This design comes from an exercise in tuning for small area and a short achievable clock period on the open sky130 flow, not from production work. Only simulation tests tie the RTL to the original design; equivalence was not proved.

===== design.v =====
module SortTen (clk,
 in0, in1, in2, in3, in4, in5, in6, in7, in8, in9,
 out0, out1, out2, out3, out4, out5, out6, out7, out8, out9);
 input clk;
 input [31:0] in0, in1, in2, in3, in4, in5, in6, in7, in8, in9;
 output reg [31:0] out0, out1, out2, out3, out4, out5, out6, out7, out8, out9;
 reg [31:0] a0, a1, a2, a3, a4, a5, a6, a7, a8, a9;
 always @(posedge clk) begin
  a0 <= in0; a1 <= in1; a2 <= in2; a3 <= in3; a4 <= in4;
  a5 <= in5; a6 <= in6; a7 <= in7; a8 <= in8; a9 <= in9;
 end
 wire [31:0] w0 = a0 ^ 32'haaaaaaaa;
 wire [31:0] w1 = a1 ^ 32'haaaaaaaa;
 wire [31:0] w2 = a2 ^ 32'haaaaaaaa;
 wire [31:0] w3 = a3 ^ 32'haaaaaaaa;
 wire [31:0] w4 = a4 ^ 32'haaaaaaaa;
 wire [31:0] w5 = a5 ^ 32'haaaaaaaa;
 wire [31:0] w6 = a6 ^ 32'haaaaaaaa;
 wire [31:0] w7 = a7 ^ 32'haaaaaaaa;
 wire [31:0] w8 = a8 ^ 32'haaaaaaaa;
 wire [31:0] w9 = a9 ^ 32'haaaaaaaa;
 wire [31:0] lo0, hi0;
 casw #(.P(0)) c0 (.a(w0), .b(w8), .lo(lo0), .hi(hi0));   
 wire [31:0] lo1, hi1;
 casw #(.P(0)) c1 (.a(w1), .b(w9), .lo(lo1), .hi(hi1));   
 wire [31:0] lo2, hi2;
 casw #(.P(0)) c2 (.a(w2), .b(w7), .lo(lo2), .hi(hi2));   
 wire [31:0] lo3, hi3;
 casw #(.P(0)) c3 (.a(w3), .b(w5), .lo(lo3), .hi(hi3));   
 wire [31:0] lo4, hi4;
 casw #(.P(0)) c4 (.a(w4), .b(w6), .lo(lo4), .hi(hi4));   
 wire [31:0] lo5, hi5;
 casw #(.P(1)) c5 (.a(lo0), .b(lo2), .lo(lo5), .hi(hi5));   
 wire [31:0] lo6, hi6;
 casw #(.P(1)) c6 (.a(lo1), .b(lo4), .lo(lo6), .hi(hi6));   
 wire [31:0] lo7, hi7;
 casw #(.P(0)) c7 (.a(hi3), .b(hi0), .lo(lo7), .hi(hi7));   
 wire [31:0] lo8, hi8;
 casw #(.P(0)) c8 (.a(hi2), .b(hi1), .lo(lo8), .hi(hi8));   
 wire [31:0] f9 = ~lo5;
 wire [31:0] lo9, hi9;
 casw #(.P(1)) c9 (.a(f9), .b(lo3), .lo(lo9), .hi(hi9));   
 wire [31:0] lo10, hi10;
 casw #(.P(1)) c10 (.a(hi5), .b(hi6), .lo(lo10), .hi(hi10));   
 wire [31:0] lo11, hi11;
 casw #(.P(1)) c11 (.a(lo7), .b(lo8), .lo(lo11), .hi(hi11));   
 wire [31:0] lo12, hi12;
 casw #(.P(0)) c12 (.a(hi4), .b(hi8), .lo(lo12), .hi(hi12));   
 wire [31:0] lo13, hi13;
 casw #(.P(0)) c13 (.a(lo9), .b(lo6), .lo(lo13), .hi(hi13));   
 wire [31:0] lo14, hi14;
 casw #(.P(1)) c14 (.a(hi9), .b(lo12), .lo(lo14), .hi(hi14));   
 wire [31:0] lo15, hi15;
 casw #(.P(0)) c15 (.a(hi7), .b(hi12), .lo(lo15), .hi(hi15));   
 wire [31:0] lo16, hi16;
 casw #(.P(0)) c16 (.a(hi13), .b(lo11), .lo(lo16), .hi(hi16));   
 wire [31:0] lo17, hi17;
 casw #(.P(0)) c17 (.a(lo10), .b(lo14), .lo(lo17), .hi(hi17));   
 wire [31:0] lo18, hi18;
 casw #(.P(1)) c18 (.a(hi10), .b(lo15), .lo(lo18), .hi(hi18));   
 wire [31:0] lo19, hi19;
 casw #(.P(1)) c19 (.a(hi14), .b(hi11), .lo(lo19), .hi(hi19));   
 wire [31:0] lo20, hi20;
 casw #(.P(1)) c20 (.a(lo16), .b(lo17), .lo(lo20), .hi(hi20));   
 wire [31:0] lo21, hi21;
 casw #(.P(0)) c21 (.a(hi17), .b(hi16), .lo(lo21), .hi(hi21));   
 wire [31:0] lo22, hi22;
 casw #(.P(0)) c22 (.a(lo18), .b(lo19), .lo(lo22), .hi(hi22));   
 wire [31:0] lo23, hi23;
 casw #(.P(1)) c23 (.a(hi19), .b(hi18), .lo(lo23), .hi(hi23));   
 wire [31:0] lo24, hi24;
 casw #(.P(1)) c24 (.a(hi20), .b(lo21), .lo(lo24), .hi(hi24));   
 wire [31:0] f25 = ~lo22;
 wire [31:0] lo25, hi25;
 casw #(.P(0)) c25 (.a(f25), .b(hi21), .lo(lo25), .hi(hi25));   
 wire [31:0] lo26, hi26;
 casw #(.P(0)) c26 (.a(hi22), .b(lo23), .lo(lo26), .hi(hi26));   
 wire [31:0] lo27, hi27;
 casw #(.P(1)) c27 (.a(hi24), .b(lo25), .lo(lo27), .hi(hi27));   
 wire [31:0] f28 = ~hi25;
 wire [31:0] lo28, hi28;
 casw #(.P(1)) c28 (.a(f28), .b(lo26), .lo(lo28), .hi(hi28));   
 always @(posedge clk) begin
  out0 <= lo13 ^ 32'h55555555;
  out1 <= lo20 ^ 32'haaaaaaaa;
  out2 <= lo24 ^ 32'haaaaaaaa;
  out3 <= lo27 ^ 32'haaaaaaaa;
  out4 <= hi27 ^ 32'h55555555;
  out5 <= lo28 ^ 32'haaaaaaaa;
  out6 <= hi28 ^ 32'h55555555;
  out7 <= hi26 ^ 32'haaaaaaaa;
  out8 <= hi23 ^ 32'h55555555;
  out9 <= hi15 ^ 32'haaaaaaaa;
 end
endmodule
module casw (a, b, lo, hi);
 parameter P = 0;
 input [31:0] a, b;
 output [31:0] lo, hi;
 wire [31:0] g, l;
 genvar i;
 generate for (i = 31; i >= 0; i = i - 1) begin : bt
  if (i == 31 && (i % 2) == P) begin : top_t
   cas_t0 u (.a(a[i]), .b(b[i]), .nlo(lo[i]), .hi(hi[i]), .ngo(g[i]), .nlo_s(l[i]));
  end else if (i == 31) begin : top_n
   cas_n0 u (.na(a[i]), .nb(b[i]), .lo(lo[i]), .nhi(hi[i]), .go(g[i]), .lo_s(l[i]));
  end else if (i == 0 && (i % 2) == P) begin : end_t
   cas_te u (.a(a[i]), .b(b[i]), .g(g[i+1]), .l(l[i+1]), .nlo(lo[i]), .hi(hi[i]));
  end else if (i == 0) begin : end_n
   cas_ne u (.na(a[i]), .nb(b[i]), .ng(g[i+1]), .nl(l[i+1]), .lo(lo[i]), .nhi(hi[i]));
  end else if ((i % 2) == P) begin : t
   cas_t u (.a(a[i]), .b(b[i]), .g(g[i+1]), .l(l[i+1]), .nlo(lo[i]), .hi(hi[i]), .ngo(g[i]), .nlo_s(l[i]));
  end else begin : n
   cas_n u (.na(a[i]), .nb(b[i]), .ng(g[i+1]), .nl(l[i+1]), .lo(lo[i]), .nhi(hi[i]), .go(g[i]), .lo_s(l[i]));
  end
 end endgenerate
endmodule
module cas_t (a, b, g, l, nlo, hi, ngo, nlo_s);
 input a, b, g, l;
 output nlo, hi, ngo, nlo_s;
 assign nlo = ~((a | g) & (b | l));
 assign hi = (a & b) | ((a | b) & nlo);
 assign ngo = ~(g | (a & nlo));
 assign nlo_s = ~(l | (b & nlo));
endmodule
module cas_n (na, nb, ng, nl, lo, nhi, go, lo_s);
 input na, nb, ng, nl;
 output lo, nhi, go, lo_s;
 assign lo = ~((na & ng) | (nb & nl));
 assign nhi = (na & nb) | ((na | nb) & lo);
 assign go = ~((na | lo) & ng);
 assign lo_s = ~((nb | lo) & nl);
endmodule
module cas_t0 (a, b, nlo, hi, ngo, nlo_s);
 input a, b;
 output nlo, hi, ngo, nlo_s;
 assign nlo = ~(a & b);
 assign hi = a | b;
 assign ngo = ~(a & nlo);
 assign nlo_s = ~(b & nlo);
endmodule
module cas_n0 (na, nb, lo, nhi, go, lo_s);
 input na, nb;
 output lo, nhi, go, lo_s;
 assign lo = ~(na | nb);
 assign nhi = na & nb;
 assign go = ~(na | lo);
 assign lo_s = ~(nb | lo);
endmodule
module cas_te (a, b, g, l, nlo, hi);
 input a, b, g, l;
 output nlo, hi;
 assign nlo = ~((a | g) & (b | l));
 assign hi = (a & b) | ((a | b) & nlo);
endmodule
module cas_ne (na, nb, ng, nl, lo, nhi);
 input na, nb, ng, nl;
 output lo, nhi;
 assign lo = ~((na & ng) | (nb & nl));
 assign nhi = (na & nb) | ((na | nb) & lo);
endmodule

===== flow/run.sh =====
#!/bin/bash
# Own layout flow: the standard flow (standard.sh), with two changes:
#  - synthesis maps the logic with ABC for least area (flow/abc_area.script:
#    strash; map -a), module by module (SYNTH_HIERARCHICAL 1, flattened after)
#    rather than least delay; registers and their names are the standard
#    synthesis's, only the combinational mapping differs;
#  - the port buffers are the smallest buffer, sky130_fd_sc_hd__buf_1.
# Each step's output goes to a log file of its own in this folder.
set -euo pipefail
W=$PWD
rm -rf "$W/scripts_area"
cp -r "$FLOW_HOME/scripts" "$W/scripts_area"
cp "$W/flow/abc_area.script" "$W/scripts_area/abc_area.script"
bash standard.sh SCRIPTS_DIR="$W/scripts_area" ABC_AREA=1 synth > "$W/synth.log" 2>&1
bash standard.sh ABC_AREA=1 "BUFFER_PORTS_ARGS=-buffer_cell sky130_fd_sc_hd__buf_1" > "$W/layout.log" 2>&1

===== flow/abc_area.script =====
strash
map -a
topo
stime -c

===== standard.sh =====
#!/bin/bash
# synth_recipe.tcl (not shown) runs the flow's synth.tcl, then flattens the netlist and writes it again
# the make line also repeats each setting of config.mk as NAME=value (left out here)
make -C /OpenROAD-flow-scripts/flow DESIGN_CONFIG=/design/flow/config.mk WORK_HOME=/design/flow/orfs CLKGATE_MAP_FILE= SYNTH_SCRIPT=/design/flow/synth_recipe.tcl "${@:-finish}"

===== config.mk =====
export PLATFORM = sky130hd
export DESIGN_NAME = SortTen
export DESIGN_NICKNAME = SortTen
export VERILOG_FILES = /design/flow/design.v
export SDC_FILE = /design/flow/constraint.sdc
export NUM_CORES = 4
export LEC_CHECK = 0
export ABC_AREA = 1
export CAP_MARGIN = 20
export CORE_MARGIN = 2
export CORE_UTILIZATION = 55
export SLEW_MARGIN = 20
export SYNTH_HIERARCHICAL = 1

===== constraint.sdc =====
create_clock -name core_clock -period 110.0 [get_ports {clk}]
set_input_delay 22.0000 -clock core_clock [delete_from_list [all_inputs] [get_ports {clk}]]
set_output_delay 22.0000 -clock core_clock [all_outputs]
set_load 0.01 [all_outputs]

==> results.txt <==
per-layer routing:
| metal | vias to the layer above | track usage, % | routed length (µm) |
|---|---|---|---|
| li1 | 20000 | - | - |
| met1 | 19900 | 58.1 | 67900 |
| met2 | 2110 | 50.4 | 55500 |
| met3 | 192 | 6.47 | 16500 |
| met4 | 2 | 10.6 | 3750 |
| met5 | - | 0 | 13 |
Yosys stat by module, one instance, submodules excluded, a selection:
module | flops+latches | copies in the design | cells inside
cas_t0 | 0 | 13 | 6
cas_n0 | 0 | 16 | 6
cas_ne | 0 | 13 | 2
cas_t | 0 | 435 | 4
SortTen | 640 | 1 | 1056
cas_te | 0 | 16 | 2
cas_n | 0 | 435 | 4
sequential cells by signal, indices dropped and copies added, names as in the netlist:
name and cells:
a2 32, out3 32, out1 32, out7 32, a3 32, out9 32, out6 32, out8 32
a0 32, a6 32, out4 32, out5 32, a4 32, a5 32, a8 32, a1 32
out0 32, out2 32, a9 32, a7 32
cell type report:
cell class                      count  area (µm²)
Timing Repair Buffer              640        2400
Clock inverter                     41         469
Tap cell                          940        1180
Fill cell                        6294       25100
Multi-Input combinational cell   3654       24300
Inverter                          474        1780
Antenna cell                       11        27.5
Sequential cell                   640       12800
Clock buffer                       85        1910
placed cells by master (no fill, tap or decap), drive strengths merged:
master,n
clkbuf,85
maj3,899
a21oi,870
a22oi,448
clkinv,488
buf,640
clkinvlp,10
o21ai,870
nand2,52
nor2,64
diode,11
o22ai,451
inv,12
bufinv,5
dfxtp,640
cell families after synthesis:
group,after synthesis
buf+inv,474
flops,640
compound gates,2639
simple gates,116
fa+ha+maj,899
per-stage QoR:
step,std cells,utilization (%),cell area [µm²],setup WS [ns]
5_1_grt,6481,64.1,44900,80.70
4_1_cts,6474,64.1,44900,84.08
2_1_floorplan,4768,-,38900,87.67
3_3_place_gp,6348,60.7,42500,85.06
6_report,6485,64.1,44900,82.74
3_5_place_dp,6348,60.7,42500,84.14
tightest hold or removal path, cell delays in order, from the launching register on:
cell and delay (ns):
dfxtp_1 0.30, clkinv_1 0.06, nor2_1 0.07, nand2_1 0.11, nor2_1 0.06
worst min-delay path by stage:
stage	from	end	slack, ns
2_1_floorplan	a3[31]	out0[31]	0.57
3_3_place_gp	a4[31]	out0[31]	0.63
3_5_place_dp	a6[31]	out0[31]	0.64
4_1_cts	a1[31]	out0[31]	0.65
5_1_grt	a4[31]	out0[31]	0.71
6_report	a4[31]	out0[31]	0.65
==> results.txt <==
* Synth Area in Simple Gates at roughly 1.1%
* Cell accounting for the most synthesized area: dfxtp_1
* Area Overhead vs Synth at 15.4%
* R2R depth at slightly below 80
* Final Cycle Share at 24.8%
* Final Max Slew Viols at 0
* Worst Max-Slew Pin Slew at ~1 ns
* Synth warn at 7
* Main synth FF type: dfxtp_1
* Vias in the first global route at 35200
* Htree depth at 3
* DRT antenna net count at 0
* Final clock skew at approximately 0.019 ns
* Yosys cell types at 9
* Worst path bufs/invs at 5
* Share of cells above drive strength 1 at 2.22%
* IO buf count at 640
* RSZ-0062 raised after global routing: false
* WHS Path Cells at 4
* Net Count, Synth at 5089
* Max clock buf depth at 3
* Startpoint Class: flip-flop
* Nets at about 5800
* Yosys reg bits at 640
* Clock slew at reported path FFs at about 0.06 ns
* Die area at around 73000 µm²
* Hold WC Path Type: reg -> reg
* Clock Sink Count at 640
* Global-route wire length before repair at just over 200000 µm
* Critical path depth at about 80
* Initial antenna violation count at 10
* Highest-delay cell along the critical path: o22ai_1
* Postcts setup bufs at 0
* Drt pass-1 iters at 8
* Hold Buf Count CTS at 0
* Fin crit period at around 27 ns
* Die X at ~270 µm
* Routability cong. at roughly 1
* Hold slack at approximately 0.65 ns
* Initial core utilization at between 50% and 60%
* Synth cell count leaders: maj3_1, a21oi_1, o21ai_0
* CP peak stage delay at about 0.65 ns
* Top cells by area, synth: dfxtp_1, maj3_1, a21oi_1, o21ai_0, a22oi_1
* Synth top area share at 32.9%
* Worst-Skew Late Latency at roughly 0.64 ns
* R2R Path End: out6[0]
* Routed Wire Length at approximately 140000 µm
* Setup crit end kind: flip-flop
* Most common cell in the netlist: maj3_1
* Post-CTS Resized at 0
* Initial DRC Count at 5310
* Gr ovfl total at 0
* Slew headroom at between 30 and 40%
* Adder-cell share of the synthesized area at 23.1%
* Reg2reg start: a7[31]
* Post-synthesis sequential area ratio at 32.9%
* Root Buffer: clkbuf_16
* Status: finished clean
* Core box area at about 70000 µm²
* Crit. Startpoint: a7[31]
* Main combinational cell family by area after synthesis: compound AO/OA/AOI/OAI gates
* Worst Path Arrival at ~28 ns
* Final hold viol count at 0
* Total track usage at between 30% and 40%
* EDFF count, synth at 0
* Cts bufs inserted at 68
* XOR/XNOR share of the synthesized area at 0%
* Row cnt at a little under 100
* Setup TNS Final at 0 ns
* Worst setup path endpoint: out6[0]
* Mux share of post-synthesis cell area at 0%
* Compound-gate portion of the synthesized area at between 30% and 40%
* DR WL/cell at between 20 and 25 µm
* Netlist Area Pre-Place at slightly below 40000 µm²
* TritonCTS clock tree: done
* Max-cap violations at 0
* Detailed-placement wirelength estimate at 121000 µm
* Fmax at ~37 MHz
* Mapped Cells at 4768
* Residual DRC at 0
* CP dominant cell by count: o22ai_1
* Delay-heaviest family, CP: compound AO/OA/AOI/OAI gates
* Largest net degree at the start of global routing at 16
* Final setup viols at 0
* Crit-path max FO at 6
* Worst path required time at approximately 110 ns
* Top-level I/O count at 641
* Worst setup path class: reg -> reg
* DR vias at roughly 42000
* Syn avg cell area at a little over 8 µm²
* Die Span Y at roughly 270 µm
* R2R setup slack at about 83 ns
* Vias per cell at approximately 6.5
* Fraction of registers with async set/reset at 0%

-- port drivers added, routing unchanged --
Ports are ideal in the flow. The routed layout listed here was re-timed in OpenROAD. Step 1: set_driving_cell puts a clkbuf_16 on clk and a buf_2 on each other input, an assumption about the parent block. Step 2 also shifts input and output timing later by t, the mid clock arrival at the registers, as if the neighbouring blocks saw the same clock. Slacks: ideal ports / drivers / drivers and shift; pairs: ideal ports / drivers.
t (ns): 0.698
slack for setup (ns): 82.744 / 82.744 / 82.744
clock arrival spread, ns: 0.019 / 0.019
worst slew at a driven data input, ns: 0.10
After both steps setup and hold are still met in this run. The setup slack of this run moves by 0.000 ns with the drivers and by 0.000 ns with both steps.
